Background: an optimization exercise with open tools, aiming at small area and a short achievable clock period. Do not read the settings as production practice. Where RTL was checked, it was by simulation tests only, not by an equivalence proof against the original. Only the layout flow was run in runs 1, 2 and 7; the RTL was not checked for function there. Power and IR drop assume default switching activity.

[design.v]
module ViterbiDecoder (
    input  wire       clock,
    input  wire       reset,
    input  wire       io_enq_valid,
    input  wire [7:0] io_enq_bits,
    output wire       io_deq_valid,
    output wire       io_deq_bits
);
    localparam W = 8;
    function automatic par6(input [5:0] x);
        par6 = ^x;
    endfunction
    wire signed [5:0] y0 = {{2{io_enq_bits[3]}}, io_enq_bits[3:0]};
    wire signed [5:0] y1 = {{2{io_enq_bits[7]}}, io_enq_bits[7:4]};
    reg  [6:0]        frameCnt;
    reg               v1, i1;
    reg  signed [5:0] bm [0:3];       
    always @(posedge clock) begin
        bm[0] <=  y0 + y1;
        bm[1] <=  y1 - y0;
        bm[2] <=  y0 - y1;
        bm[3] <= -y0 - y1;
        v1  <= io_enq_valid & ~reset;
        i1  <= reset | (&frameCnt);
        if (reset)
            frameCnt <= 7'd0;
        else if (io_enq_valid)
            frameCnt <= frameCnt + 7'd1;
    end
    reg  [W-1:0] sm [0:31];
    wire [31:0]  sel;               
    genvar m;
    generate
        for (m = 0; m < 16; m = m + 1) begin : g_acs
            localparam [5:0] C = 2*m;
            localparam [1:0] L = {par6(C & 6'o75), par6(C & 6'o53)};
            wire signed [5:0] x  = bm[L];         
            wire signed [5:0] nx = bm[~L];
            wire [W-1:0] m0 = sm[2*m];
            wire [W-1:0] m1 = sm[2*m+1];
            wire signed [W-1:0] e = m1 - m0;
            assign sel[m]      = e < $signed({x,  1'b0});
            assign sel[m + 16] = e < $signed({nx, 1'b0});
            wire [W-1:0] sx  = {{(W-6){x[5]}},  x};
            wire [W-1:0] snx = {{(W-6){nx[5]}}, nx};
            wire [W-1:0] nlo = sel[m]      ? m0 + sx  : m1 + snx;
            wire [W-1:0] nhi = sel[m + 16] ? m0 + snx : m1 + sx;
            always @(posedge clock) begin
                if (i1) begin
                    sm[m]      <= {W{1'b0}};
                    sm[m + 16] <= {W{1'b0}};
                end else if (v1) begin
                    sm[m]      <= nlo;
                    sm[m + 16] <= nhi;
                end
            end
        end
    endgenerate
    reg  [31:0] sa, sb;
    reg         dvalid;
    wire        vnow = v1 & ~reset;
    always @(posedge clock) begin
        sa     <= {32{vnow}} &  sel;
        sb     <= {32{vnow}} & ~sel;
        dvalid <= vnow;
    end
    wire sh = ~dvalid;
    localparam NST = 48;
    reg  [31:0] r [5:NST-1];
    always @(posedge clock)
        r[5] <= sb | (r[5] & {32{sh}});
    genvar g, j;
    generate
        for (g = 6; g < NST; g = g + 1) begin : g_stage
            for (j = 0; j < 32; j = j + 1) begin : g_bit
                always @(posedge clock)
                    r[g][j] <= (r[g-1][2*(j%16)]   & sa[j])
                             | (r[g-1][2*(j%16)+1] & sb[j])
                             | (r[g][j]            & sh);
            end
        end
    endgenerate
    reg obit, ovalid;
    reg [5:0] nDec;
    always @(posedge clock) begin
        obit <= (r[NST-1][0] & sa[0]) | (r[NST-1][1] & sb[0]);
        if (reset) begin
            nDec   <= 6'd0;
            ovalid <= 1'b0;
        end else begin
            if (dvalid && nDec != 6'd48)
                nDec <= nDec + 6'd1;
            ovalid <= dvalid && nDec == 6'd48;
        end
    end
    assign io_deq_valid = ovalid;
    assign io_deq_bits  = obit;
endmodule
[run.sh]
#!/bin/bash
# synth_recipe.tcl (not shown) runs the flow's synth.tcl, then flattens the netlist and writes it again
# the make line also repeats each setting of config.mk as NAME=value (left out here)
make -C /OpenROAD-flow-scripts/flow DESIGN_CONFIG=/design/flow/config.mk WORK_HOME=/design/flow/orfs CLKGATE_MAP_FILE= SYNTH_SCRIPT=/design/flow/synth_recipe.tcl finish
[config.mk]
export PLATFORM = sky130hd
export DESIGN_NAME = ViterbiDecoder
export DESIGN_NICKNAME = ViterbiDecoder
export VERILOG_FILES = /design/flow/design.v
export SDC_FILE = /design/flow/constraint.sdc
export NUM_CORES = 4
export LEC_CHECK = 0
export CAP_MARGIN = 20
export CORE_MARGIN = 2
export CORE_UTILIZATION = 40
export SETUP_SLACK_MARGIN = 3.5
export SLEW_MARGIN = 20
[constraint.sdc]
create_clock -name core_clock -period 7.0 [get_ports {clock}]
set_input_delay 1.4000 -clock core_clock [delete_from_list [all_inputs] [get_ports {clock}]]
set_output_delay 1.4000 -clock core_clock [all_outputs]
set_load 0.01 [all_outputs]
==> results.txt, run 1 <==
- The total area inside the core boundary comes to 0.220 mm2.
- The number of maximum-capacitance violations is 0.
- The routed design has 321,000 um of wire.
- Of the cells placed in the final design, the portion with a size suffix greater than 1 is 9.65%.
- After detailed routing, the number of vias per cell comes to 5.85.
- After the last flow step, the layout net total stands at 11.2k.
- The internal reg-to-reg setup slack is 3.54 ns.
- After detailed routing, the average wire length per cell comes to 23.8 um.
- The part of the power in the clock network is 18.6%.
- In the synthesized netlist the dominant register cell turns out to be dfxtp_1.
- The first-pass GRT wire length is 474,000 um.
- The count of nets left with antenna violations once routing finished came out at 0.
- After the first detailed-routing iteration, the DRC count stood at 7,712.
- The top layer reached by signal wires is met5.
- The total length of routed met2 wires is 147,000 um.
- Combinational cells account for 48.9% of the total power.
- The die covers 0.225 mm2.
- The number of pins with negative max-slew slack in the final report was 0.
- Counting flops with a built-in enable in the synthesized netlist gives 0.
- The warning count from the yosys run is 4.
- The classification of the worst setup path is register to register.
- Each instance of the synthesized netlist takes up on average 8.49 um2.
- The worst setup path is launched from a register.
- For the worst-skew pair, the clock arrives at the later sink with an insertion delay of 0.88 ns.
- The power density of the placed cells is 520 mW/mm2.
- After synthesis the cells add up to 0.0887 mm2.
- Setup repair after global routing could not meet its margin everywhere.
- For this design, the slowest cell found on the critical path is dfxtp_4.
- Entering global routing, the biggest net connects 271 pins.
- The final total power is 52.7 mW.
- The tree built by TritonCTS fans out to 1,634 sinks.
- Sequential cells were found to cover 36.9% of the synthesized design area.
- Summed over all nets, the switching power comes to 22.7 mW.
- The count of endpoints failing hold in the final timing report is 0.
- At the worst endpoint, the required time is 7.66 ns.
- The wire-length estimate of the detail-placed layout is 203,000 um.
- For this configuration, the core starts out at a cell density of 40.3%.
- Counting flops with an async set or reset pin after synthesis yields a share of 0%.
- The layout overhead on the synthesized area is 14.3%.
- The number of port buffers is 12.
- In this run the static leakage power is 38.6 nW.
- Global routing used 27.3% of the available tracks.
- The number of nets in the synthesized netlist is 11.3k.
- The number of antenna violations at the first check in global routing is 9.
- The count of unresolved DRC violations after routing is 0.
- The worst hold path belongs to the class register to register.
- The congestion estimate from routability-driven global placement came to 0.907.
- The routed design uses 22,800 um of met3 wire.
- The measured slew at the worst slew-check pin is 1.36 ns.
- Global routing finished with a remaining overflow of 0.
- The worst path in the final design needs a cycle of 3.46 ns, including I/O delays and setup.
- Buffers inserted during clock tree synthesis total 175.
- The via count of the first global-routing pass came to 76.1k.
- On the final layout, the worst clock skew is 0.0796 ns.
- Synthesis produced 10.4k cells.
- The worst pin sits at a relative slew slack of 9.31%.
- The via total after detailed routing is 79.0k.
- Data arrives at the worst endpoint at 4.12 ns.
- The die height is 475 um.
- The clock tree root driver cell is clkbuf_16.
- TritonCTS built the clock tree.
- The largest stage delay on the critical path is 0.41 ns.
- Traced cell by cell, the critical path runs through inv_8 > ha_4 > a21o_1 > a21o_1 > a211oi_2 > buf_4 > o21a_1 > a311o_1 > buf_4 > ha_4 > nand3b_1 > a221oi_4 > buf_4 > o21ai_1 > o311ai_2 > buf_4 > a21oi_1.
- The total setup violations reported at the end of the flow is 0.
- The routed metal-1 wire length is 134,000 um.
- The maximum number of buffers from clock root to sink is 3.
- The number of H-tree branching levels is 4.
- The switching share of power is 43.1%.
- The final-layout setup total negative slack is 0 ns.
- The die outline width is 475 um.
- The run finished with no timing, DRC or antenna violations.
- The largest fanout on the critical path is 4.
- The top-level I/O count is 13.
- The standard-cell row count is 172.
- For this run, the detailed router's first-pass iteration total came to 6.
- In the finished design, the share of the clock period the worst path needs comes to 49.4%.
- Hold repair after CTS inserted 0 buffers.
- The maximum ir drop on the vdd rail is 0.369 mV.
- The cell-internal power is 30.0 mW.
- The synthesized design contains 1,634 register bits.
- The synthesized netlist contains 67 unique library cells.
- Clock-pin slew was measured on the worst setup and hold paths at 0.06 ns.
- The power share of the sequential group is 32.5%.
- Static timing analysis puts the maximum clock frequency at 289 MHz.
- The critical path capture point type is a register.
- The cell type with the highest occurrence count on the critical path is buf_4.
==> metrics by stage <==
step / instances / worst slack (ns) / utilization, % / cell area, um2 / hold slack, ns
finish: 13499 / 3.54 / 46.1 / 101000 / 0.452
global route: 13499 / 3.42 / 46.1 / 101000 / 0.464
CTS: 13400 / 3.50 / 45.1 / 99100 / 0.454
detailed placement: 12978 / 2.56 / 41.6 / 91400 / 0.445
global placement: 12978 / 2.45 / 41.6 / 91400 / 0.439
floorplan: 10440 / 3.50 / - / 88700 / 0.430
==> registers in the layout (all words and copies together) (netlist names), 6 cells and up <==
register	cells
nDec	6
r	1278
sa	32
sb	32
bm	18
sm	256
frameCnt	7
==> cell usage in the layout (no fill, tap or decap), types with 41 or more instances in the layout <==
cell type and instances:
nor2_1 525, nand2_1 152, mux2i_1 139, fa_1 75, buf_4 263, xor2_1 112, o211ai_1 52, a21o_1 128
nor2b_1 145, dfxtp_1 1514, a211oi_1 168, a22oi_1 1252, a21oi_1 291, dfxtp_2 82, clkbuf_16 177, ha_1 693
nand3_1 154, o21ai_0 1445, nor3_1 136, o41ai_1 41, o21a_1 106, inv_1 1577, xnor2_1 272, clkbuf_8 47
==> final timing paths <==
path	depth (start not counted)	to	from
worst max-delay path	17	sm[8][1]	sm[16][1]
worst min-delay path	2	r[46][1]	r[46][1]
worst max register to register	17	sm[8][1]	sm[16][1]
worst min register to register	2	r[46][1]	r[46][1]
==> critical path, delay by kind of cell (launching register included) <==
family	cells	cell delay, ns
adders and majority gates	2	0.50
AOI/OAI and AO/OA	9	1.49
DFF	1	0.41
and+or+nand+nor	1	0.13
buffers and inverters	5	0.77
==> routing by layer <==
metal,up-vias,GRT usage [%]
met5,-,0
met4,6,12.5
met3,839,3.70
met2,3087,45.2
met1,38101,35.3
li1,36945,-
==> cell usage after synthesis, types with 85 or more instances <==
cell	count	area [um2]
a21oi_1	323	1620
inv_1	1607	6030
nor3_1	141	706
o21a_1	108	811
a22oi_1	1253	9410
dfxtp_1	1634	32700
mux2i_1	160	1600
a21o_1	128	961
a211oi_1	190	1430
xnor2_1	280	2450
nand3_1	154	771
nor2_1	540	2030
clkbuf_1	503	1890
nor2b_1	147	920
nand2_1	153	574
ha_1	726	9080
xor2_1	112	981
o21ai_0	1467	7340
fa_1	85	1700
==> area by class of cell <==
class	count	area (um2)
Fill cell	21304	119000
Sequential cell	1634	33000
Clock inverter	59	881
Tap cell	2958	3700
Clock buffer	262	5200
Timing Repair Buffer	312	2740
Antenna cell	2	5.00
Inverter	1607	6090
Multi-Input combinational cell	6665	49700
==> cell families after synthesis <==
group	synth area share (%)
buf+inv	9.12
mux	1.88
flops	36.9
fa+ha+maj	12.2
xor+xnor	3.87
simple gates	7.57
compound gates	28.5
==> timing repair <==
item | CTS | global route
cloned | 1 | 3
gates resized for setup | 197 | 276
endpoints found under the hold margin | 0 | 0
pin swaps | 45 | 163
endpoints found under the setup margin | 292 | 253
setup buffers | 100 | 94
==> power groups by stage <==
stage | Combinational [mW] | Sequential, mW | Clock [mW]
floorplan | 14.7 | 15.3 | 0
global placement | 19.3 | 17.0 | 0
CTS | 22.6 | 16.9 | 9.90
global route | 28.1 | 17.5 | 10.3
finish | 25.7 | 17.1 | 9.79
detailed placement | 19.9 | 17.1 | 0
==> run 2: changes to the inputs <==
--- a/config.mk
+++ b/config.mk
@@ -9,4 +9,6 @@
 export CORE_MARGIN = 2
 export CORE_UTILIZATION = 40
+export CTS_CLUSTER_DIAMETER = 100
+export CTS_CLUSTER_SIZE = 30
 export SETUP_SLACK_MARGIN = 3.5
 export SLEW_MARGIN = 20
==> results.txt, run 2 <==
- The first-iteration detailed-routing DRC count is 7,577.
- The most used standard cell by instance count after synthesis is dfxtp_1.
- Yosys attributes the largest share of cell area to dfxtp_1, a22oi_1, ha_1.
- Across the whole layout, storage elements account for 0.0330 mm2.
- The count of endpoints failing hold in the final timing report is 0.
- The number of synthesized flops with an enable pin is 0.
- After detailed routing, the number of vias per cell comes to 5.89.
- The die covers 0.225 mm2.
- The top-level I/O count is 13.
- The via count of the first global-routing pass is 75.0k.
- In this run the remaining antenna-violating nets after routing total 0.
- Sorting the synthesized cells by how often they occur yields dfxtp_1, inv_1, o21ai_0.
- The flow ran to the end and the layout has no timing, DRC or antenna violations.
- The number of port buffers is 12.
- The number of hold-repair buffers added at the cts stage is 0.
- In this run the core area contains 172 standard-cell rows.
- Yosys mapped the design onto 67 distinct sky130hd cell types.
- The classification of the worst setup path is register to register.
- The number of antenna violations at the first check in global routing is 11.
- The max-slew headroom at the worst pin is 17.2%.
- The share of cells above drive strength 1 is 8.08%.
- The library cells used most frequently in the layout, excluding fill and tap cells, are inv_1, dfxtp_1, o21ai_0.
- The post-place instance area is 0.0914 mm2.
- The critical path capture point type is a register.
- Summed over all cells, the static leakage comes to 36.7 nW.
- The required time at the worst-slack endpoint is 7.70 ns.
- The number of nets in the finished design is 11.1k.
- After clock tree synthesis, the clock-pin slew on the worst setup and hold paths is 0.11 ns.
- The most common cell after layout, fill and taps aside is inv_1.
- After floorplanning, the core was sized to cover 0.220 mm2.
- The number of pins with negative max-slew slack in the final report is 0.
- The TritonCTS clock tree is done.
- The first global-routing pass estimated 471,000 um of wire.
- The class of the most critical hold timing path is register to register.
- The layout overhead on the synthesized area is 9.92%.
- Summed over its instances, the top area cell type makes up 36.9% of the synthesized netlist area.
- CTS built an H-tree with a depth of 3.
- The number of maximum-capacitance violations is 0.
- The top cell type by total area after synthesis is dfxtp_1.
- The filler cell count is 21.7k.
- The number of clock buffers added by TritonCTS is 76.
- Global routing finished with a remaining overflow of 0.
- Dividing the final minimum period by the clock period gives 49.1%.
- The total setup violations reported at the end of the flow is 0.
- Dividing total power by cell area gives a power density of 494 mW/mm2.
- The final standard cell area without fillers is 0.0975 mm2.
- Setup total negative slack on the finished layout was measured at 0 ns.
- r holds more flip-flops than any other register.
- Each instance of the synthesized netlist takes up on average 8.49 um2.
- For this block, the via count after detailed routing is 78.3k.
- The worst path buffer plus inverter count is 2.
- In the synthesized netlist, the number of instances is 10.4k.
- In the routed design, unresolved DRC markers number 0.
- The cell type with the highest occurrence count on the critical path is a21o_1.
- The startpoint type of the worst setup path is a register.
- The cell type of the slowest stage on the worst timing path is or3_4.
- Across the routed clock network, the largest skew measured is 0.0609 ns.
- The worst path in the final design needs a cycle of 3.44 ns, including I/O delays and setup.
- The clock tree root driver cell is clkbuf_16.
- Grouping stages by cell kind, the critical path spends the most delay in compound AO/OA/AOI/OAI gates.
- The largest stage delay on the critical path is 0.42 ns.
- The total length of routed wires is 317,000 um.
- In this run the horizontal extent of the chip is 475 um.
- The maximum number of buffers from clock root to sink is 3.
- The largest registers in the layout are r x1278, sm x256.
- Synthesis inferred 1,634 register bits.
- For the worst setup path, the data arrival time is 4.13 ns.
- Once detailed placement completed, the half-perimeter wirelength came to 203,000 um.
- The register with the most flip-flops in the layout has 1,278 of them.
- The initial utilization of the core area, before any placement, comes to 40.3%.
- Derived from the worst setup path, the maximum achievable clock frequency is 291 MHz.
- The net count after synthesis is 11.3k.
- The netlist area before placement is 0.0887 mm2.
- The average wire per cell in the routed design is 23.9 um.
- The maximum ir drop on the vdd rail is 0.429 mV.
- At the pin with the least slew margin, the transition time is 1.24 ns.
- Sequential elements use 36.9% of the synthesized area.
- The clock net sink count is 1,634.
- The critical path goes through inv_4 > ha_1 > a21o_1 > a21o_1 > a211oi_2 > buf_4 > o21a_1 > a311o_1 > ha_4 > nor2_2 > nand3b_1 > a221oi_4 > nor2_4 > or3_4 > a311oi_2.
- The maximum number of pins on one net before global-route repair is 271.
- The aggregate global-route resource usage is 27.2%.
- The warning count from the yosys run is 4.
- At the later pin of the worst-skew pair, clock insertion delay measures 0.81 ns.
- The top flip-flop cell by instance count after synthesis is dfxtp_1.
- The die is 475 um tall.
- Of all nets on the critical path, the largest fanout is 4.
- The placer's final routability congestion estimate is 0.907.
- Setup repair after global routing could not meet its margin everywhere.
- For this run, asynchronously set or reset flops after synthesis account for 0%.
- The multi-input combinational cells in the finished layout cover a total of 0.0497 mm2.
- The number of search-and-repair iterations in the first detailed-routing pass is 9.
-- run 2: cell counts after synthesis --
Identical to the previous run, type by type.
-- run 2: cells by family (layout without fill, tap and decap cells) --
kind of cell | after synthesis | count (layout) | share of synthesized area [%]
AO/OA/AOI/OAI | 3906 | 3911 | 28.5
flip-flops | 1634 | 1634 | 36.9
AND/OR/NAND/NOR | 1387 | 1388 | 7.57
multiplexers | 166 | 166 | 1.88
adder cells (fa/ha/maj) | 811 | 811 | 12.2
other | 0 | 1 | 0
buffers and inverters | 2144 | 2028 | 9.12
XOR/XNOR | 392 | 392 | 3.87
-- run 2: power breakdown --
group / internal, mW / total [mW] / switching [mW]
registers: 13.0 / 17.1 / 4.07
logic: 11.2 / 25.5 / 14.3
clock network: 2.15 / 5.57 / 3.42
-- run 2: worst paths after layout --
check | start | to | slack [ns] | cells past startpoint
worst min-delay path | r[45][2] | r[45][2] | 0.46 | 2
worst max-delay path | sm[12][1] | sm[22][6] | 3.56 | 15
worst min register to register | r[45][2] | r[45][2] | 0.46 | 2
worst max register to register | sm[12][1] | sm[22][6] | 3.56 | 15
-- run 2: layout make-up --
class / instances / share of cell area, %
clock inverters: 27 / 0.449
diodes: 1 / 0.00257
repair buffers: 314 / 2.73
multi-input cells: 6668 / 51.0
well taps: 2958 / 3.80
flip-flops and latches: 1634 / 33.8
inverters: 1607 / 6.23
clock buffers: 80 / 1.97
-- run 2: through the flow --
step | power (mW) | hold slack, ns | std cells | utilization [%] | setup WS, ns
4_1_cts | 45.4 | 0.461 | 13206 | 43.5 | 3.41
6_report | 48.2 | 0.459 | 13289 | 44.3 | 3.56
3_3_place_gp | 36.3 | 0.439 | 12978 | 41.6 | 2.45
5_1_grt | 51.2 | 0.473 | 13289 | 44.3 | 3.42
2_1_floorplan | 30.0 | 0.430 | 10440 | - | 3.50
3_5_place_dp | 37.0 | 0.445 | 12978 | 41.6 | 2.56
-- run 2: per-layer routing --
layer / vias to the layer above / wire length (um) / global-route usage, % / part of all wire, %
li1: 36660 / - / - / -
met1: 37904 / 133000 / 35.3 / 42
met2: 2921 / 146000 / 44.7 / 46
met3: 804 / 21300 / 3.54 / 6.7
met4: 10 / 16400 / 12.4 / 5.2
met5: - / 52 / 0 / 0.016
-- run 2: what timing repair did --
item	4_1_cts	5_1_grt
pin swaps	47	164
buffers inserted	116	79
setup endpoints to repair	297	259
hold endpoints to repair	0	0
resized for setup	223	236
cloned	5	3
-- run 2: tightest hold or removal path, delay by kind of cell (launching register included) --
family                 cells  cell delay [ns]
buffers and inverters      1             0.04
DFF                        1             0.33
AOI/OAI and AO/OA          1             0.05
==> run 3: changes to the inputs <==
--- a/design.v
+++ b/design.v
@@ -40,6 +40,8 @@
             wire [W-1:0] m1 = sm[2*m+1];
             wire signed [W-1:0] e = m1 - m0;
-            assign sel[m]      = e < $signed({x,  1'b0});
-            assign sel[m + 16] = e < $signed({nx, 1'b0});
+            wire signed [6:0] cx  = {x,  1'b0};
+            wire signed [6:0] cnx = {nx, 1'b0};
+            assign sel[m]      = e < cx;
+            assign sel[m + 16] = e < cnx;
             wire [W-1:0] sx  = {{(W-6){x[5]}},  x};
             wire [W-1:0] snx = {{(W-6){nx[5]}}, nx};
--- a/config.mk
+++ b/config.mk
@@ -9,6 +9,4 @@
 export CORE_MARGIN = 2
 export CORE_UTILIZATION = 40
-export CTS_CLUSTER_DIAMETER = 100
-export CTS_CLUSTER_SIZE = 30
 export SETUP_SLACK_MARGIN = 3.5
 export SLEW_MARGIN = 20
==> results.txt, run 3 <==
- The net count after synthesis is 11.3k.
- Of the total synthesized cell area, the portion taken by AND, OR, NAND and NOR gates is 7.57%.
- The minimum period implied by the final worst setup slack is 3.46 ns.
- Global routing used 45.2% of the available met2 tracks.
- The global-route track usage on met3 is 3.70%.
- The final period utilization is 49.4%.
- The count of nets left with antenna violations once routing finished came out at 0.
- The number of maximum-capacitance violations is 0.
- The first global-routing pass estimated 474,000 um of wire.
- Among all flip-flop cells after synthesis, the most frequent one is dfxtp_1.
- The startpoint identified for the worst register-to-register timing path is sm[16][1].
- The data arrival time at the worst-slack endpoint is 4.12 ns.
- The post-synthesis register bit count is 1,634.
- Global routing finished with a remaining overflow of 0.
- Yosys printed 4 warnings.
- The critical path is of the register to register type.
- The number of nets in the finished design is 11.2k.
- The required time at the worst-slack endpoint is 7.66 ns.
- r holds more flip-flops than any other register.
- 13 I/O pins were placed.
- By instance count, the leading cell after synthesis is dfxtp_1.
- The clock net sink count is 1,634.
- Measured against the total synthesized area, the mux share comes to 1.88%.
- The finished cells cover 0.101 mm2.
- Entering global routing, the biggest net connects 271 pins.
- The worst path setup slack after routing is 3.54 ns.
- Summing every instance area after synthesis gives 0.0887 mm2.
- For this block, the initial DRC count from the detailed router was 7,712.
- The largest registers in the layout are r x1278, sm x256.
- Counting the buffers created by CTS gives 175.
- The end point of the worst hold path is r[46][1].
- In the routed layout, each cell is associated on average with a via count of 5.85.
- The final-layout worst hold slack is 0.452 ns.
- The floorplan step defined a core boundary enclosing 0.220 mm2.
- The internal reg-to-reg setup slack is 3.54 ns.
- The floorplan step set the die width to 475 um.
- The post-synthesis compound-gate area fraction is 28.5%.
- The flow ran to the end and the layout has no timing, DRC or antenna violations.
- The share of cells above drive strength 1 is 9.65%.
- The global-route met1 utilization is 35.3%.
- Setup violations remaining at the end of the flow were counted as 0.
- The adder and majority gate portion of the synthesized area is 12.2%.
- The final setup skew is 0.0796 ns.
- The number of hold-repair buffers added at the cts stage is 0.
- In this run the clock root is driven by a clkbuf_16.
- The library cells used most frequently in the layout, excluding fill and tap cells, are inv_1, dfxtp_1, o21ai_0.
- The power density of the placed cells is 520 mW/mm2.
- Sorting the synthesized cells by area gives the leading types as dfxtp_1, a22oi_1, ha_1.
- The detailed router placed 79.0k vias in this run.
- The max-slew headroom at the worst pin is 9.31%.
- For the pin with the worst max-slew slack, the measured transition is 1.36 ns.
- After detailed routing, the number of remaining DRC violations is 0.
- The share of synthesized registers carrying an async set or reset is 0%.
- The maximum number of buffers from clock root to sink is 3.
- The standby leakage power is 38.6 nW.
- After the flow finishes, the layout carries non-filler instances totaling 13.5k.
- The maximum frequency from static timing analysis is 289 MHz.
- For the worst flop-to-flop path, the logic depth is 17.
- The most heavily used metal layer in global routing is met2.
- Measured on the finished design, the core utilization comes to 46.1%.
- The average wire per cell in the routed design is 23.8 um.
- The H-tree was split into 4 levels.
- The sequential area share after synthesis is 36.9%.
- The flip-flop count of the largest register after layout is 1,278.
- dfxtp_1 takes more of the synthesized area than any other cell.
- The launch instance of the worst min-delay path is r[46][1].
- The worst hold path depth is 2.
- The via count of the first global-routing pass is 76.1k.
- Once placement finished, the instance area stood at 0.0914 mm2.
- IR analysis of the VDD net gives a maximum drop of 0.369 mV.
- The largest fanout on the critical path is 4.
- The initialized floorplan defines 172 standard-cell rows.
- The placer's final routability congestion estimate is 0.907.
- The TritonCTS clock tree is done.
- The layout has 21.3k filler cells.
- After synthesis, the largest family of logic cells by area is compound AO/OA/AOI/OAI gates.
- The total length of routed wires is 321,000 um.
- The number of search-and-repair iterations in the first detailed-routing pass is 6.
- The endpoint identified for the worst register-to-register timing path is sm[8][1].
- The final total power is 52.7 mW.
- The worst setup path is captured at a register.
- Setup repair after global routing could not meet its margin everywhere.
- The synthesized design contains 0 enable-type register cells.
- The count of endpoints failing hold in the final timing report was 0.
- In the final timing run, aggregate negative setup slack is 0 ns.
- Global routing consumed, over all layers together, 27.3% of the routing resources.
- The number of antenna violations at the first check in global routing is 9.
- In this run the mean area of a mapped cell was 8.49 um2.
- In this run, distinct cell masters in the synthesized netlist total 67.
- The post-placement setup slack is 2.56 ns.
- The die height is 475 um.
- The overall die area is 0.225 mm2.
- The number of pins with negative max-slew slack in the final report is 0.
- Counting instances in the post-synthesis netlist gives the leading cell types as dfxtp_1, inv_1, o21ai_0.
- Clock-pin slew was measured on the worst setup and hold paths at 0.06 ns.
- The min-delay analysis places its worst path in the category register to register.
- The initial standard-cell utilization of the core is 40.3%.
- STA classifies the critical path startpoint as a register.
- Relative to the synthesized area, the layout overhead comes to 14.3%.
- The clock reaches the later pin of the worst-skew pair after 0.88 ns.
- Detailed placement ended at an HPWL of 203,000 um.
- The xor/xnor cell area share of the yosys netlist is 3.87%.
- In this run, placement finished with an instance count of 13.0k.
- The library cell used most frequently in the layout, excluding fill and tap cells, is inv_1.
- The number of port buffers is 12.
- Synthesis produced 10.4k cells.
- The top-area cell type share of the netlist area is 36.9%.
-- run 3: cell counts after synthesis --
No cell type changed its count.
-- run 3: how the worst max path moves through the flow --
stage	startpoint	end	cells after the start
2_1_floorplan	sm[6][1]	sm[3][1]	15
3_3_place_gp	sm[4][1]	sm[18][6]	14
6_report	sm[16][1]	sm[8][1]	17
5_1_grt	sm[8][1]	sm[4][6]	14
4_1_cts	sm[16][1]	sm[8][1]	16
3_5_place_dp	sm[26][1]	sm[13][1]	14
-- run 3: where the power goes --
group / total (mW) / switching (mW) / internal [mW] / leakage [nW]
Clock: 9.79 / 4.20 / 5.59 / 2.95
Combinational: 25.7 / 14.4 / 11.3 / 22.1
Sequential: 17.1 / 4.10 / 13.0 / 13.5
-- run 3: cell type report --
type / count / area (um2) / area share [%]
Timing Repair Buffer: 312 / 2740 / 2.71
Clock buffer: 262 / 5200 / 5.13
Clock inverter: 59 / 881 / 0.870
Multi-Input combinational cell: 6665 / 49700 / 49.1
Sequential cell: 1634 / 33000 / 32.5
Tap cell: 2958 / 3700 / 3.65
Inverter: 1607 / 6090 / 6.01
Antenna cell: 2 / 5.00 / 0.00494
-- run 3: timing repair --
action / 4_1_cts / 5_1_grt
setup buffers: 100 / 94
pin swaps: 45 / 163
resized for setup: 197 / 276
gates cloned: 1 / 3
endpoints found under the setup margin: 292 / 253
-- run 3: critical path, stage by stage, from the launching register on --
cell      delay (ns)
dfxtp_4         0.41
inv_8           0.05
ha_4            0.25
a21o_1          0.11
a21o_1          0.18
a211oi_2        0.10
buf_4           0.15
o21a_1          0.16
a311o_1         0.35
buf_4           0.16
ha_4            0.25
nand3b_1        0.13
a221oi_4        0.32
buf_4           0.19
o21ai_1         0.07
o311ai_2        0.13
buf_4           0.22
a21oi_1         0.07
-- run 3: per-layer routing --
layer | vias to the layer above | routed length (um) | share of wire, %
met2 | 3087 | 147000 | 46
met4 | 6 | 16800 | 5.2
met3 | 839 | 22800 | 7.1
met1 | 38101 | 134000 | 42
met5 | - | 28 | 0.0087
li1 | 36945 | - | -
-- run 3: kinds of logic (layout without fill, tap and decap cells) --
family | count (synthesis) | in the layout
other | 0 | 2
adders and majority gates | 811 | 811
xor gates and xnor gates | 392 | 392
muxes | 166 | 166
DFF | 1634 | 1634
buffers and inverters | 2144 | 2240
AOI/OAI and AO/OA | 3906 | 3908
and+or+nand+nor | 1387 | 1388
==> run 4: changes to the inputs <==
--- a/config.mk
+++ b/config.mk
@@ -9,4 +9,7 @@
 export CORE_MARGIN = 2
 export CORE_UTILIZATION = 40
+export CTS_CLUSTER_DIAMETER = 100
+export CTS_CLUSTER_SIZE = 22
 export SETUP_SLACK_MARGIN = 3.5
 export SLEW_MARGIN = 20
+export TNS_END_PERCENT = 20
==> results.txt, run 4 <==
- The run finished with no timing, DRC or antenna violations.
- The die is 475 um tall.
- The measured slew at the worst slew-check pin is 1.27 ns.
- The filler cell count is 21.8k.
- The standard-cell row count is 172.
- After detailed placement, the total cell area comes to 0.0915 mm2.
- The startpoint identified for the worst hold timing path is r[47][1].
- The end point of the worst hold path is r[47][1].
- Of all flip-flops after synthesis, the portion carrying an async set or reset was 0%.
- Entering global routing, the biggest net connects 272 pins.
- The first global-routing pass estimated 463,000 um of wire.
- In the synthesized netlist the dominant register cell turns out to be dfxtp_1.
- For this run, the post-layout net count is 11.1k.
- The placer's final routability congestion estimate is 0.907.
- The number of synthesized flops with an enable pin is 0.
- The internal reg-to-reg setup slack is 3.43 ns.
- The final-layout setup total negative slack is 0 ns.
- Once layout is done, the placed cells without fillers occupy 0.0973 mm2.
- The most common cell after layout, fill and taps aside is inv_1.
- For this block, the initial DRC count from the detailed router was 8,020.
- The critical path capture point type is a register.
- The final setup skew is 0.0500 ns.
- The number of H-tree branching levels is 3.
- The count of endpoints failing hold in the final timing report is 0.
- The flip-flop count of the largest register after layout is 1,278.
- The worst reg2reg path depth is 14.
- The largest registers in the layout are r x1278, sm x256.
- r holds more flip-flops than any other register.
- The total area inside the core boundary comes to 0.220 mm2.
- The startpoint identified for the worst register-to-register timing path is sm[23][2].
- Across the VDD grid, the largest voltage drop is 0.306 mV.
- Buffers placed on the I/O ports in this run total 12.
- The remaining antenna violation count after routing is 0.
- Along the worst path, the maximum fanout reaches 5.
- In this run the critical register-to-register path is captured at sm[27][7].
- The average wire per cell in the routed design is 23.5 um.
- The clock-pin slew reported for the worst setup and hold paths after clock tree synthesis is 0.10 ns.
- The power density of the placed cells is 492 mW/mm2.
- The design draws 47.8 mW.
- The initial standard-cell utilization of the core is 40.3%.
- The data arrival time at the worst-slack endpoint is 4.27 ns.
- Setup repair after global routing could not meet its margin everywhere.
- The max-slew headroom at the worst pin is 15.4%.
- Cells with a size suffix above 1 make up 7.34% of the layout.
- The synthesized area per cell is 8.49 um2.
- The via count of the first global-routing pass is 73.8k.
- The number of antenna violations at the first check in global routing is 8.
- The area used by sequential logic in the layout is 0.0329 mm2.
- The sum of overflow across all layers after global routing is 0.
- The via total after detailed routing is 77.6k.
- The clock tree root driver cell is clkbuf_16.
- The via count normalized by instance count is 5.84.
- Sequential cells were found to cover 36.9% of the synthesized design area.
- When the netlist entered floorplanning its net count stood at 11.3k.
- The aggregate global-route resource usage is 26.6%.
- TritonCTS built the clock tree.
- The top cell type by area accounts for 36.9% of the synthesized area.
- Data on the critical path is required at its endpoint by 7.70 ns.
- Sorting the synthesized cells by area gives the leading types as dfxtp_1, a22oi_1, ha_1.
- The maximum frequency from static timing analysis is 280 MHz.
- The cell count after synthesis came out at 10.4k.
- Ranked by instance count, the synthesized netlist is headed by dfxtp_1, inv_1, o21ai_0.
- The final period utilization is 51.0%.
- The total length of routed wires is 312,000 um.
- The critical path in this run is classified as register to register.
- Setup violations remaining at the end of the flow were counted as 0.
- The clock passes through at most 3 buffers.
- During synthesis, Yosys emitted a total of 4 warnings.
- The top-level I/O count is 13.
- The minimum period implied by the final worst setup slack is 3.57 ns.
- The total half-perimeter wirelength after legalization and detailed placement is 203,000 um.
- The clock net sink count is 1,634.
- The number of buffers inserted during clock tree synthesis is 91.
- The floorplan step defined a die boundary enclosing 0.225 mm2.
- The layout overhead on the synthesized area is 9.75%.
- The class of the most critical hold timing path is register to register.
- The top cell type by total area after synthesis is dfxtp_1.
- The post-synthesis register bit count is 1,634.
- In this run the cell area of the synthesized design comes to 0.0887 mm2.
- For this run, the detailed router's first-pass iteration total came to 6.
- Hold repair after CTS inserted 0 buffers.
- After synthesis, the netlist uses 67 different library cells.
- Yosys instantiated no cell more often than dfxtp_1.
- The tool flagged a number of max-cap violations equal to 0.
- Summed over all cells, the static leakage comes to 36.8 nW.
- The die is 475 um wide.
- The multi-input combinational cells in the finished layout cover a total of 0.0494 mm2.
- The later pin in the worst-skew pair is clocked with a latency of 0.79 ns.
- Counting instances, the worst hold path has a depth of 2.
- The count of unresolved DRC violations after routing is 0.
- The startpoint type of the worst setup path is a register.
- The number of pins with negative max-slew slack in the final report is 0.
- Leaving out fill and tap cells, the most frequent cells in the layout are inv_1, dfxtp_1, o21ai_0.
run 4: kinds of logic after synthesis:
family / after synthesis / synth area share [%]
AO/OA/AOI/OAI: 3906 / 28.5
multiplexers: 166 / 1.88
adder cells (fa/ha/maj): 811 / 12.2
AND/OR/NAND/NOR: 1387 / 7.57
XOR/XNOR: 392 / 3.87
flip-flops: 1634 / 36.9
buffers and inverters: 2144 / 9.12
run 4: critical path, stage by stage (launching register included):
cell       delay [ns]
dfxtp_1          0.57
ha_1             0.34
a21o_1           0.21
a211oi_2         0.29
buf_4            0.17
o21a_1           0.12
a311o_1          0.21
ha_4             0.23
inv_1            0.10
a2111oi_4        0.05
buf_4            0.16
o22a_4           0.27
or3_1            0.34
mux2_2           0.26
a31oi_1          0.16
run 4: power breakdown:
part           switching (mW)  internal [mW]  total (mW)
Combinational            14.5           10.8        25.3
Clock                    3.46           2.49        5.95
Sequential               3.63           13.0        16.6
Total                    21.5           26.3        47.8
run 4: layer usage:
layer | global-route usage (%) | part of all wire [%]
met5 | 0 | 0.018
met4 | 10.4 | 4.2
met3 | 3.26 | 7.0
met2 | 41.9 | 44
met1 | 37.0 | 45
run 4: layout make-up:
class                           count  area share (%)
Clock inverter                     24           0.384
Antenna cell                        4          0.0103
Sequential cell                  1634            33.8
Clock buffer                       97            2.39
Inverter                         1607            6.24
Multi-Input combinational cell   6669            50.8
Timing Repair Buffer              310            2.62
Tap cell                         2958            3.80
run 4: how the worst max path moves through the flow:
stage                          from   endpoint  slack [ns]  cells past startpoint
after floorplan            sm[2][1]  sm[17][1]        3.48                     16
after global placement        reset      sa[3]        2.50                      5
after detailed placement      reset      sa[3]        2.49                      5
after CTS                 sm[10][1]   sm[5][6]        3.29                     14
after global routing       sm[8][1]  sm[20][6]        3.32                     14
final                     sm[23][2]  sm[27][7]        3.43                     14
run 4: per-stage QoR:
stage          worst slack, ns  hold WS, ns  utilization (%)  instances
3_3_place_gp              2.50        0.439             41.6      12995
3_5_place_dp              2.49        0.444             41.6      12995
6_report                  3.43        0.457             44.2      13303
5_1_grt                   3.32        0.475             44.2      13300
4_1_cts                   3.29        0.458             43.3      13178
2_1_floorplan             3.48        0.430                -      10440
run 4: timing repair:
action,in CTS,in global routing
cloned,3,5
endpoints found under the setup margin,300,275
setup buffers,59,116
pin swaps,28,122
gates resized for setup,170,226
==> run 5: changes to the inputs <==
--- a/config.mk
+++ b/config.mk
@@ -13,3 +13,2 @@
 export SETUP_SLACK_MARGIN = 3.5
 export SLEW_MARGIN = 20
-export TNS_END_PERCENT = 20
==> results.txt, run 5 <==
- The flow ran to the end and the layout has no timing, DRC or antenna violations.
- VDD sags by at most 0.390 mV.
- For the pin with the worst max-slew slack, the measured transition is 1.18 ns.
- The clock-pin slew reported for the worst setup and hold paths after clock tree synthesis is 0.10 ns.
- Buffers inserted during clock tree synthesis total 94.
- The insertion delay of the later-clocked pin in the worst-skew pair is 0.82 ns.
- Of the cells placed in the final design, the portion with a size suffix greater than 1 is 8.34%.
- The post-synthesis register bit count is 1,634.
- The top-area cell type share of the netlist area is 36.9%.
- The count of endpoints failing hold in the final timing report is 0.
- The data arrival time at the worst-slack endpoint is 4.19 ns.
- The minimum period implied by the final worst setup slack is 3.47 ns.
- The path class of the tightest hold or removal check is register to register.
- Yosys mapped a number of flops with a built-in enable equal to 0.
- Setup repair after global routing could not meet its margin everywhere.
- The required time at the worst-slack endpoint is 7.72 ns.
- The first-iteration detailed-routing DRC count is 7,948.
- For this run, the register share of the synthesized area comes to 36.9%.
- The overall die area is 0.225 mm2.
- The number of antenna violations at the first check in global routing is 10.
- The final-layout worst hold slack is 0.454 ns.
- Routability-driven placement finished with a final weighted congestion of 0.907.
- The number of pins with negative max-slew slack in the final report came to 0.
- In this run the static leakage power is 37.0 nW.
- Of all flip-flops after synthesis, the portion carrying an async set or reset was 0%.
- The critical path ends at sm[22][6].
- Sorting the synthesized cells by area gives the leading types as dfxtp_1, a22oi_1, ha_1.
- The top cell type by total area after synthesis is dfxtp_1.
- The TritonCTS clock tree is done.
- The clock net sink count is 1,634.
- Summed over all failing endpoints, the final setup total negative slack is 0 ns.
- The standard-cell row count is 172.
- The maximum frequency from static timing analysis is 288 MHz.
- Of the available clock period, the critical path in the final layout requires 49.6%.
- The register with the most flip-flops in the layout has 1,278 of them.
- The number of nets in the finished design is 11.1k.
- The top cell types in the final layout, fill and taps aside, are inv_1, dfxtp_1, o21ai_0.
- Setup violations remaining at the end of the flow were counted as 0.
- Counting every net in the synthesized netlist gives 11.3k.
- The maximum number of pins on one net before global-route repair is 271.
- The die outline width is 475 um.
- The first detailed-routing pass took 8 iterations.
- STA classifies the critical path startpoint as a register.
- Using the TritonRoute via totals, the vias-per-cell ratio works out to 5.89.
- The top-level I/O count is 13.
- For this run the aggregate overflow at the end of global routing stands at 0.
- The register with the most flip-flops in the final layout is r.
- The top flip-flop cell by instance count after synthesis is dfxtp_1.
- The first global-routing pass estimated 472,000 um of wire.
- By count the netlist is led by dfxtp_1, inv_1, o21ai_0.
- Counting the fill cells in the layout gives 21.6k.
- From bottom edge to top edge, the die measures 475 um.
- The library cell used most frequently in the layout, excluding fill and tap cells, is inv_1.
- The clock tree synthesis step divided the H-tree into 3 levels.
- In this run the tightest slew margin relative to its limit is 21.0%.
- The warning count from the yosys run is 4.
- The total half-perimeter wirelength after legalization and detailed placement is 203,000 um.
- The critical path capture point type is a register.
- The layout overhead on the synthesized area is 10.6%.
- The worst register-to-register path begins at sm[12][1].
- Between clock sinks in the finished design, the worst skew comes to 0.0623 ns.
- In this run the critical register-to-register path is captured at sm[22][6].
- The area used by sequential logic in the layout is 0.0330 mm2.
- The area occupied by multi-input gates is 0.0498 mm2.
- The synthesized area per cell is 8.49 um2.
- The via total after detailed routing is 78.5k.
- In this run the clock root is driven by a clkbuf_16.
- The remaining antenna violation count after routing is 0.
- In the final routed layout, each cell accounts on average for 23.9 um.
- The routed design has 318,000 um of wire.
- After synthesis the cells add up to 0.0887 mm2.
- In this run the worst setup path begins at sm[12][1].
- The total core area is 0.220 mm2.
- Synthesis instantiated 67 different standard cells from the library.
- The via count of the first global-routing pass is 75.4k.
- In this run the worst path has a maximum fanout of 5.
- The most common cell in the synthesized netlist is dfxtp_1.
- Across all register-to-register paths, the minimum setup slack is 3.53 ns.
- The number of port buffers is 12.
- The count of unresolved DRC violations after routing is 0.
- The cell count after synthesis came out at 10.4k.
- Across the run, the number of max-cap violations was 0.
- Counting along the longest clock path gives a buffer depth of 3.
- The largest registers in the layout are r x1278, sm x256.
- The worst reg2reg path depth is 15.
- The classification of the worst setup path is register to register.
- Global routing used 27.2% of the available tracks.
- Once the floorplan was initialized, standard cells occupied 40.3% of the core.
- The power density of the placed cells is 499 mW/mm2.
==> run 5: cell counts after synthesis <==
No cell type changed its count.
==> run 5: critical path, cell delays in order (launching register included) <==
cell and delay [ns]:
dfxtp_4 0.39, inv_4 0.06, ha_1 0.27, a21o_1 0.10, a21o_1 0.16, a211oi_2 0.10
buf_4 0.15, o21a_1 0.17, a311o_1 0.41, ha_4 0.20, nor2_2 0.12, nand3b_1 0.14
a221oi_4 0.29, nor2_4 0.13, or3_1 0.44, a311oi_1 0.26
==> run 5: timing repair <==
item                                    in CTS  in global routing
pin swaps                                   45                169
resized for setup                          222                254
buffers inserted                           109                 90
hold buffers                                 0                  0
endpoints found under the setup margin     295                259
cloned                                       5                  3
==> run 5: worst min-delay path by stage <==
stage / startpoint / endpoint / slack, ns / cells after the start
after detailed placement: r[45][2] / r[45][2] / 0.44 / 2
final: r[45][2] / r[45][2] / 0.45 / 2
after floorplan: r[43][11] / r[43][11] / 0.43 / 2
after global routing: r[46][2] / r[46][2] / 0.47 / 2
after CTS: r[45][2] / r[45][2] / 0.46 / 2
after global placement: r[45][6] / r[45][6] / 0.44 / 2
==> run 5: logic make-up (layout without fill, tap and decap cells) <==
logic type / count (synthesis) / after routing / share of synthesized area (%)
compound gates: 3906 / 3911 / 28.5
buf+inv: 2144 / 2052 / 9.12
flops: 1634 / 1634 / 36.9
simple gates: 1387 / 1389 / 7.57
fa+ha+maj: 811 / 811 / 12.2
xor+xnor: 392 / 392 / 3.87
mux: 166 / 166 / 1.88
other cells: 0 / 3 / 0
==> run 5: report_power, final <==
group / internal [mW] / switching (mW) / total [mW]
logic: 11.3 / 14.4 / 25.7
clock network: 2.59 / 3.53 / 6.13
registers: 13.0 / 4.08 / 17.1
==> run 5: final cells by class <==
class                   instances  share of cell area, %
diodes                          3                0.00766
clock buffers                 101                   2.44
clock inverters                27                  0.447
inverters                    1607                   6.20
multi-input cells            6669                   50.8
flip-flops and latches       1634                   33.6
well taps                    2958                   3.78
repair buffers                317                   2.74
==> run 5: routing by layer <==
| metal | track usage, % | routed length, um | up-vias | part of all wire, % |
|---|---|---|---|---|
| li1 | - | - | 36705 | - |
| met1 | 35.1 | 134000 | 38050 | 42 |
| met2 | 45.0 | 147000 | 2893 | 46 |
| met3 | 3.77 | 21400 | 801 | 6.7 |
| met4 | 12.2 | 16100 | 12 | 5.0 |
| met5 | 0 | 58 | - | 0.018 |
==> run 5: per-stage QoR <==
step	cells	worst slack, ns	total power [mW]	utilization [%]	area, um2
floorplan	10440	3.50	30.0	-	88700
global placement	12978	2.45	36.3	41.6	91400
detailed placement	12978	2.56	37.0	41.6	91400
CTS	13220	3.50	45.9	43.6	96000
global route	13314	3.40	52.0	44.6	98000
finish	13316	3.53	49.0	44.6	98000
==> run 6: changes to the inputs <==
--- a/design.v
+++ b/design.v
@@ -60,5 +60,5 @@
     endgenerate
     reg  [31:0] sa, sb;
-    reg         dvalid;
+    reg         dvalid, sh;
     wire        vnow = v1 & ~reset;
     always @(posedge clock) begin
@@ -66,6 +66,6 @@
         sb     <= {32{vnow}} & ~sel;
         dvalid <= vnow;
+        sh     <= ~vnow;
     end
-    wire sh = ~dvalid;
     localparam NST = 48;
     reg  [31:0] r [5:NST-1];
==> results.txt, run 6 <==
- The synthesized design contains 0 enable-type register cells.
- The count of unresolved DRC violations after routing is 0.
- Setup repair after global routing could not meet its margin everywhere.
- By instance count, the leading cell after synthesis is dfxtp_1.
- The most common cell after layout, fill and taps aside is inv_1.
- IR analysis of the VDD net gives a maximum drop of 0.324 mV.
- The top-area cell type share of the netlist area is 38.2%.
- The placer's final routability congestion estimate is 0.894.
- The via total after detailed routing is 75.2k.
- The total overflow left after global routing is 0.
- The distinct cell type count of the synthesized netlist is 69.
- For this run, the top clock speed supported by timing is 286 MHz.
- Clock tree synthesis selected as its root buffer the cell clkbuf_16.
- The via count of the first global-routing pass came to 71.0k.
- After floorplanning, the core was divided into 169 placement rows.
- The total length of routed wires is 302,000 um.
- By area the synthesized netlist is led by dfxtp_1, a222oi_1, ha_1.
- Across the run, the number of max-cap violations was 0.
- The register with the most flip-flops in the layout has 1,278 of them.
- Entering global routing, the biggest net connects 252 pins.
- The xor/xnor cell area share of the yosys netlist is 3.99%.
- The total core area is 0.212 mm2.
- Yosys printed 4 warnings.
- The count of endpoints failing hold in the final timing report was 0.
- The number of buffers inserted during clock tree synthesis is 91.
- The routed design could run at a clock period as short as 3.50 ns.
- Fill cells in the final layout number 20.3k.
- Once the floorplan was initialized, standard cells occupied 40.3% of the core.
- The post-synthesis register bit count is 1,635.
- The total half-perimeter wirelength after legalization and detailed placement is 195,000 um.
- The top-level I/O count is 13.
- By area, the combinational part of the netlist is dominated by compound AO/OA/AOI/OAI gates.
- The average wire per cell in the routed design is 25.4 um.
- The TritonCTS clock tree is done.
- The startpoint type of the worst setup path is a register.
- Setup violations remaining at the end of the flow were counted as 0.
- The number of antenna violations at the first check in global routing was 6.
- The area growth from synthesis to layout is 10.5%.
- Of the cells placed in the final design, the portion with a size suffix greater than 1 is 9.20%.
- In this run the worst path has a maximum fanout of 5.
- Setup total negative slack on the finished layout was measured at 0 ns.
- The biggest area contributor in the post-synthesis netlist is dfxtp_1.
- The worst hold path passes through 2 cells.
- The portion of synthesized area spent on multiplexers is 1.95%.
- For this run, the post-layout net count is 9,891.
- The max-slew headroom at the worst pin is 18.9%.
- Once layout is complete, the utilization of the core stands at 44.6%.
- For this run, the leading register cell type out of synthesis is dfxtp_1.
- The launch instance of the worst min-delay path is r[46][1].
- Averaged over all synthesized cells, the footprint is 9.30 um2.
- Counting instances in the post-synthesis netlist gives the leading cell types as dfxtp_1, inv_1, a222oi_1.
- For this run, the register share of the synthesized area comes to 38.2%.
- In the layout the commonest cells are inv_1, dfxtp_1, a222oi_1.
- For the final database, setup skew stands at 0.0771 ns.
- The count of buffers added on input and output ports is 12.
- The worst hold path terminates at r[46][1].
- STA classifies the critical path endpoint as a register.
- The post-synthesis compound-gate area fraction is 25.8%.
- The post-place instance area is 0.0883 mm2.
- Power spread over the standard cell area amounts to 449 mW/mm2.
- The via count normalized by instance count is 6.31.
- Global routing consumed, over all layers together, 26.3% of the routing resources.
- For the pin with the worst max-slew slack, the measured transition is 1.22 ns.
- The number of pins with negative max-slew slack in the final report is 0.
- After Yosys synthesis, full adders, half adders and majority gates account for 12.6% of the synthesized area.
- After synthesis the cells add up to 0.0856 mm2.
- The number of hold-repair buffers added at the cts stage is 0.
- The tightest min-delay check is of the register to register type.
- The clock net sink count is 1,635.
- The worst reg2reg path depth is 13.
- The count of nets left with antenna violations once routing finished came out at 0.
- The required time at the worst-slack endpoint is 7.63 ns.
- The die outline width is 467 um.
- For this run, asynchronously set or reset flops after synthesis account for 0%.
- The number of H-tree branching levels is 3.
- The first routing iteration left 13.7k violations.
- The fraction of the mapped netlist area in simple logic gates is 7.94%.
- The insertion delay of the later-clocked pin in the worst-skew pair is 0.78 ns.
- In this run the critical register-to-register path is captured at sm[6][6].
- The overall die area is 0.218 mm2.
- The net count after synthesis is 10.0k.
- No sink is reached through more buffers than the 3 on the longest clock path.
- In the final layout, the registers with the most flip-flops are r x1278, sm x256.
- The critical register-to-register path startpoint is sm[12][1].
- The final period utilization is 50.0%.
- The cell count after synthesis came out at 9,198.
- With fillers left out, the area of the finished cells amounts to 0.0946 mm2.
- The worst register-to-register path has a setup slack of 3.50 ns.
- The number of search-and-repair iterations in the first detailed-routing pass is 15.
- The standby leakage power is 45.4 nW.
- The setup path with the least slack is of type register to register.
- For the worst setup path, the data arrival time is 4.13 ns.
- The die is 467 um tall.
- The clock-pin slew reported for the worst setup and hold paths after clock tree synthesis is 0.09 ns.
- The first-pass GRT wire length is 447,000 um.
- The register with the most flip-flops in the final layout is r.
- The flow ran to the end and the layout has no timing, DRC or antenna violations.
- The final-layout worst hold slack is 0.477 ns.
## run 6: changes by cell type after synthesis, sizes merged, moves of 6 or more
cell	change
a22oi	-1245
a222oi	+1246
nand2b	-7
nor2b	+9
or3	+6
clkbuf	-41
o21ai	-1248
buf	+42
## run 6: timing repair
action	in CTS	in global routing
hold endpoints to repair	0	0
endpoints found under the setup margin	291	267
resized for setup	196	301
setup buffers	95	86
gates cloned	1	7
pin swaps	49	184
## run 6: cell type report
| cell class | count | area [um2] | share of cell area, % |
|---|---|---|---|
| multi-input cells | 5425 | 46700 | 49.3 |
| clock inverters | 26 | 403 | 0.426 |
| inverters | 1605 | 6090 | 6.43 |
| clock buffers | 95 | 2290 | 2.42 |
| flip-flops and latches | 1635 | 33000 | 34.8 |
| repair buffers | 311 | 2670 | 2.82 |
| diodes | 2 | 5.00 | 0.00529 |
| well taps | 2821 | 3530 | 3.73 |
## run 6: worst max path at each step
stage	from	endpoint	slack [ns]	cells past startpoint
2_1_floorplan	sm[0][1]	sm[0][7]	3.54	12
3_3_place_gp	sm[24][1]	sm[28][4]	2.46	14
3_5_place_dp	sm[24][1]	sm[28][4]	2.48	14
4_1_cts	sm[16][1]	sm[24][6]	3.47	14
5_1_grt	sm[17][0]	sm[24][6]	3.38	14
6_report	sm[12][1]	sm[6][6]	3.50	13
## run 6: logic make-up (layout without fill, tap and decap cells)
family          after synthesis  after routing
fa+ha+maj                   811            811
compound gates             2655           2657
mux                         166            166
other cells                   0              2
flops                      1635           1635
buf+inv                    2143           2037
simple gates               1398           1401
xor+xnor                    390            390
## run 6: per-layer routing
| metal | up-vias | track usage, % | wire [um] |
|---|---|---|---|
| met5 | - | 0 | 14 |
| met4 | 2 | 10.6 | 13200 |
| met3 | 640 | 3.44 | 26000 |
| met2 | 3602 | 43.1 | 137000 |
| met1 | 36750 | 35.0 | 126000 |
| li1 | 34238 | - | - |
## run 6: metrics by stage
step	std cells	power, mW	setup slack, ns
6_report	11920	42.4	3.50
3_5_place_dp	11608	30.9	2.48
5_1_grt	11918	44.7	3.38
3_3_place_gp	11608	30.4	2.46
4_1_cts	11825	39.2	3.47
2_1_floorplan	9198	24.9	3.54
## run 6: where the power goes
group / internal (mW) / switching, mW
combinational: 10.4 / 13.6
sequential: 10.7 / 1.90
clock: 2.48 / 3.40
## run 6: critical path: stages, from the launching register on
cell	delay, ns
dfxtp_4	0.41
inv_8	0.05
ha_4	0.23
a21o_1	0.17
a21o_1	0.19
a211oi_2	0.29
nor2_1	0.07
a311o_1	0.45
ha_4	0.32
nand3b_1	0.12
a221oi_4	0.34
nor2_4	0.10
or3_1	0.38
a311oi_2	0.25
==> run 7: changes to the inputs <==
--- a/design.v
+++ b/design.v
@@ -10,4 +10,15 @@
     function automatic par6(input [5:0] x);
         par6 = ^x;
+    endfunction
+    function automatic [W-1:0] rca(input [W-1:0] a, input [W-1:0] b);
+        integer i;
+        reg c;
+        begin
+            c = 1'b0;
+            for (i = 0; i < W; i = i + 1) begin
+                rca[i] = a[i] ^ b[i] ^ c;
+                c = (a[i] & b[i]) | (c & (a[i] ^ b[i]));
+            end
+        end
     endfunction
     wire signed [5:0] y0 = {{2{io_enq_bits[3]}}, io_enq_bits[3:0]};
@@ -46,6 +57,10 @@
             wire [W-1:0] sx  = {{(W-6){x[5]}},  x};
             wire [W-1:0] snx = {{(W-6){nx[5]}}, nx};
-            wire [W-1:0] nlo = sel[m]      ? m0 + sx  : m1 + snx;
-            wire [W-1:0] nhi = sel[m + 16] ? m0 + snx : m1 + sx;
+            wire [W-1:0] t0lo = rca(m0, sx);
+            wire [W-1:0] t1lo = rca(m1, snx);
+            wire [W-1:0] t0hi = rca(m0, snx);
+            wire [W-1:0] t1hi = rca(m1, sx);
+            wire [W-1:0] nlo = sel[m]      ? t0lo : t1lo;
+            wire [W-1:0] nhi = sel[m + 16] ? t0hi : t1hi;
             always @(posedge clock) begin
                 if (i1) begin
@@ -60,5 +75,5 @@
     endgenerate
     reg  [31:0] sa, sb;
-    reg         dvalid, sh;
+    reg         dvalid;
     wire        vnow = v1 & ~reset;
     always @(posedge clock) begin
@@ -66,6 +81,6 @@
         sb     <= {32{vnow}} & ~sel;
         dvalid <= vnow;
-        sh     <= ~vnow;
     end
+    wire sh = ~dvalid;
     localparam NST = 48;
     reg  [31:0] r [5:NST-1];
==> results.txt, run 7 <==
- Entering global routing, the biggest net connects 267 pins.
- In this run the power density over the cells is 493 mW/mm2.
- The standard-cell row count is 166.
- Summing the sequential cell areas from Yosys gives 39.6% of the chip area.
- In this run the number of H-tree levels came out at 3.
- The warning count from the yosys run is 4.
- The first-iteration detailed-routing DRC count is 7,226.
- The tightest min-delay check is of the register to register type.
- The end point of the worst hold path is r[43][10].
- The number of nets handed over by synthesis was 9,851.
- The post-route netlist has 11.8% of its cells at a drive strength greater than 1.
- Summed over all failing endpoints, the final setup total negative slack is 0 ns.
- The count of endpoints failing hold in the final timing report came to 0.
- In this run, the clock network consumes 13.0% of the power.
- The TritonCTS clock tree is done.
- The first-pass GRT wire length is 427,000 um.
- The xor/xnor cell area share of the yosys netlist is 2.37%.
- The standby leakage power is 33.1 nW.
- The minimum period implied by the final worst setup slack is 3.92 ns.
- The final standard cell area without fillers is 0.0912 mm2.
- The clock passes through at most 3 buffers.
- The root buffer cell chosen for the clock tree is clkbuf_16.
- The fraction of synthesized area in multiplexers is 1.34%.
- The number of different library cells used by synthesis comes to 72.
- The clock net sink count is 1,634.
- The via count of the first global-routing pass came to 65.6k.
- Summing the areas of all and, or, nand and nor instances in the mapped netlist gives 4.64% of the synthesized area.
- The internal reg-to-reg setup slack is 3.08 ns.
- The initial standard-cell utilization of the core is 40.3%.
- The placer's final routability congestion estimate is 0.898.
- The number of buffers inserted during clock tree synthesis is 90.
- The worst setup path is captured at a register.
- The data arrival time at the worst-slack endpoint is 4.59 ns.
- The number of hold-repair buffers added at the cts stage is 0.
- The adder and majority gate portion of the synthesized area is 15.0%.
- After detailed placement, the design holds a cell count of 11.3k.
- For this design the total switching power over the nets is 20.7 mW.
- Setup repair after global routing could not meet its margin everywhere.
- The aggregate global-route resource usage is 26.5%.
- The register with the most flip-flops in the layout has 1,278 of them.
- For the final database, setup skew stands at 0.0474 ns.
- The netlist area before placement is 0.0826 mm2.
- The final-layout worst hold slack is 0.460 ns.
- The number of pins with negative max-slew slack in the final report is 0.
- The post-synthesis register bit count is 1,634.
- The via total after detailed routing is 67.9k.
- Sequential cells burn 38.5% of the power.
- The number of synthesized flops with an enable pin is 0.
- After detailed routing, the number of remaining DRC violations is 0.
- The die outline width is 458 um.
- Leaving out fill and tap cells, the most frequent cell in the layout is inv_1.
- The total area inside the core boundary comes to 0.205 mm2.
- Before CTS, the worst setup slack after placement is 2.65 ns.
- The run finished with no timing, DRC or antenna violations.
- The max-slew headroom at the worst pin is 23.5%.
- The number of antenna violations at the first check in global routing is 3.
- The total half-perimeter wirelength after legalization and detailed placement is 181,000 um.
- The top cell type by total area after synthesis is dfxtp_1.
- The number of search-and-repair iterations in the first detailed-routing pass is 6.
- The post-synthesis compound-gate area fraction is 27.2%.
- Synthesis produced a netlist whose cell count is 9,093.
- Data on the critical path is required at its endpoint by 7.67 ns.
- The sequential cells in the finished layout cover a total of 0.0330 mm2.
- The largest fanout on the critical path is 4.
- The die height is 458 um.
- The worst path meets setup with 3.08 ns of slack.
- The synthesized area per cell is 9.08 um2.
- In the final routed layout, each cell accounts on average for 24.9 um.
- The top-area cell type share of the netlist area is 39.6%.
- After synthesis, the share of flip-flops with an asynchronous set or reset is 0%.
- For the pin with the worst max-slew slack, the measured transition is 1.15 ns.
- After synthesis, the largest family of logic cells by area is compound AO/OA/AOI/OAI gates.
- The endpoint identified for the worst register-to-register timing path is sm[11][7].
- The area occupied by multi-input gates is 0.0442 mm2.
- The number of maximum-capacitance violations is 0.
- The via count normalized by instance count is 5.88.
- The top-level I/O count is 13.
- dfxtp_1 is the most common cell in the netlist.
- IR analysis of the VDD net gives a maximum drop of 0.263 mV.
- The switching share of power is 46.2%.
- The count of nets left with antenna violations once routing finished came out at 0.
- The final period utilization is 56.0%.
- Ranked by instance count, the synthesized netlist is headed by dfxtp_1, inv_1, o21ai_0.
- The worst hold path depth is 2.
- The startpoint identified for the worst hold timing path is r[43][10].
- STA classifies the critical path startpoint as a register.
- The number of non-filler instances in the completed layout is 11.6k.
- Ranked by flip-flop count, first place goes to r.
- The critical register-to-register path startpoint is bm[3][0].
- The clock reaches the later pin of the worst-skew pair after 0.79 ns.
- The cell-internal power is 24.2 mW.
- In this run the tool buffered the top-level ports with 12 buffer cells.
- Combinational logic burns 48.5% of the power.
- The top flip-flop cell by instance count after synthesis is dfxtp_1.
- The number of nets in the finished design is 9,595.
- The top cell types in the final layout, fill and taps aside, are inv_1, dfxtp_1, o21ai_0.
- After detailed placement, the total cell area comes to 0.0852 mm2.
- Setup violations remaining at the end of the flow were counted as 0.
- Based on the critical path, the design can be clocked at up to 255 MHz.
- After clock tree synthesis, the clock-pin slew on the worst setup and hold paths is 0.09 ns.
- The classification of the worst setup path is register to register.
- For this run the aggregate overflow at the end of global routing stands at 0.
- The layout overhead on the synthesized area is 10.4%.
- For this block, the routed nets add up to 288,000 um of wire.
- The filler cell count is 19.6k.
- The largest registers in the layout are r x1278, sm x256.
- The worst reg2reg path depth is 16.
- The overall die area is 0.210 mm2.
- Yosys attributes the largest share of cell area to dfxtp_1, a22oi_1, fa_1.
## run 7: changes by cell type after synthesis, sizes merged, moves of 50 or more
cell | previous run | this run
fa | 85 | 405
a211oi | 190 | 107
mux2i | 160 | 102
xnor2 | 280 | 158
o21ai | 226 | 1448
nor3 | 140 | 90
a222oi | 1246 | 0
o21a | 106 | 36
nor2 | 551 | 268
nor2b | 156 | 22
a22oi | 8 | 1257
ha | 726 | 342
a311oi | 18 | 98
a21oi | 323 | 120
## run 7: how the worst max path moves through the flow
stage / start / end
CTS: bm[3][0] / sm[24][7]
global route: bm[3][0] / sm[11][7]
floorplan: bm[3][0] / sm[11][7]
detailed placement: reset / sb[11]
global placement: reset / sb[11]
finish: bm[3][0] / sm[11][7]
## run 7: cell families after synthesis
family / Yosys count
AOI/OAI and AO/OA: 3406
xor gates and xnor gates: 223
adders and majority gates: 747
buffers and inverters: 2146
DFF: 1634
muxes: 108
and+or+nand+nor: 829
## run 7: what timing repair did
item | in CTS | in global routing
endpoints found under the setup margin | 275 | 258
buffers inserted | 46 | 49
pin swaps | 123 | 159
resized for setup | 383 | 319
cloned | 3 | 3
## run 7: power groups by stage
| stage | logic [mW] | registers [mW] | clock network, mW |
|---|---|---|---|
| floorplan | 14.2 | 15.2 | 0 |
| global placement | 18.4 | 17.2 | 0 |
| detailed placement | 19.0 | 17.3 | 0 |
| CTS | 20.2 | 17.1 | 5.93 |
| global route | 24.0 | 17.6 | 6.25 |
| finish | 21.8 | 17.3 | 5.84 |
## run 7: area by class of cell
| type | count | share of cell area [%] |
|---|---|---|
| Tap cell | 2688 | 3.69 |
| Multi-Input combinational cell | 5314 | 48.4 |
| Clock buffer | 101 | 2.55 |
| Timing Repair Buffer | 207 | 2.24 |
| Clock inverter | 20 | 0.294 |
| Sequential cell | 1634 | 36.2 |
| Inverter | 1590 | 6.58 |
| Antenna cell | 1 | 0.00274 |
## run 7: critical path, cell delays in order (launching register included)
cell     delay (ns)
dfxtp_4        0.40
buf_12         0.15
buf_6          0.12
ha_4           0.16
fa_2           0.34
fa_2           0.36
fa_2           0.34
inv_2          0.06
fa_2           0.19
inv_2          0.04
fa_2           0.34
fa_2           0.35
xor2_1         0.17
xnor2_1        0.28
mux2_4         0.20
o21ai_2        0.05
o31a_1         0.25
## run 7: metrics by stage
step	power, mW	util, %
finish	44.9	44.5
global route	47.9	44.5
CTS	43.3	43.7
detailed placement	36.2	41.5
global placement	35.6	41.5
floorplan	29.5	-
## run 7: per-layer routing
layer | up-vias | global-route usage, % | part of all wire [%]
met5 | - | 0 | 0
met4 | 0 | 9.62 | 3.8
met3 | 560 | 4.00 | 7.5
met2 | 2708 | 41.2 | 44
met1 | 33711 | 37.3 | 44
li1 | 30954 | - | -

## static timing again, ports no longer ideal
The results above use ideal ports. As a check the final layouts listed here were re-extracted and re-timed, cells and wires unchanged. Step 1, drivers: a clkbuf_16 drives clock and a buf_2 each remaining input, both assumed. Step 2 times the ports against the registers' clock, not the clock port: input delays grow and output delays shrink by t, the midpoint of the rising clock arrivals with the driver on. Three values: no drivers, after step 1, after step 2; two values: the first two.
run | t, ns | slack for setup (ns) | worst hold slack (ns) | worst register clock-pin slew, ns | pins driven straight from the clock port
run 1 | 0.927 | 3.539 / 3.539 / 3.177 | 0.452 / 0.452 / 0.452 | 0.07 / 0.07 | 1
run 2 | 0.859 | 3.562 / 3.562 / 3.174 | 0.459 / 0.459 / 0.459 | 0.12 / 0.12 | 1
run 3 | 0.927 | 3.539 / 3.539 / 3.177 | 0.452 / 0.452 / 0.452 | 0.07 / 0.07 | 1
run 4 | 0.858 | 3.429 / 3.429 / 2.689 | 0.457 / 0.457 / 0.457 | 0.10 / 0.10 | 1
run 5 | 0.877 | 3.527 / 3.527 / 3.190 | 0.454 / 0.454 / 0.454 | 0.10 / 0.10 | 1
run 6 | 0.842 | 3.501 / 3.501 / 2.986 | 0.477 / 0.477 / 0.477 | 0.11 / 0.11 | 1
run 7 | 0.851 | 3.083 / 3.083 / 2.833 | 0.460 / 0.460 / 0.460 | 0.10 / 0.10 | 1
After both steps setup and hold are still met in every run listed. The setup slack of run 4, which loses most, moves by 0.000 ns with the drivers and by -0.740 ns with both steps.
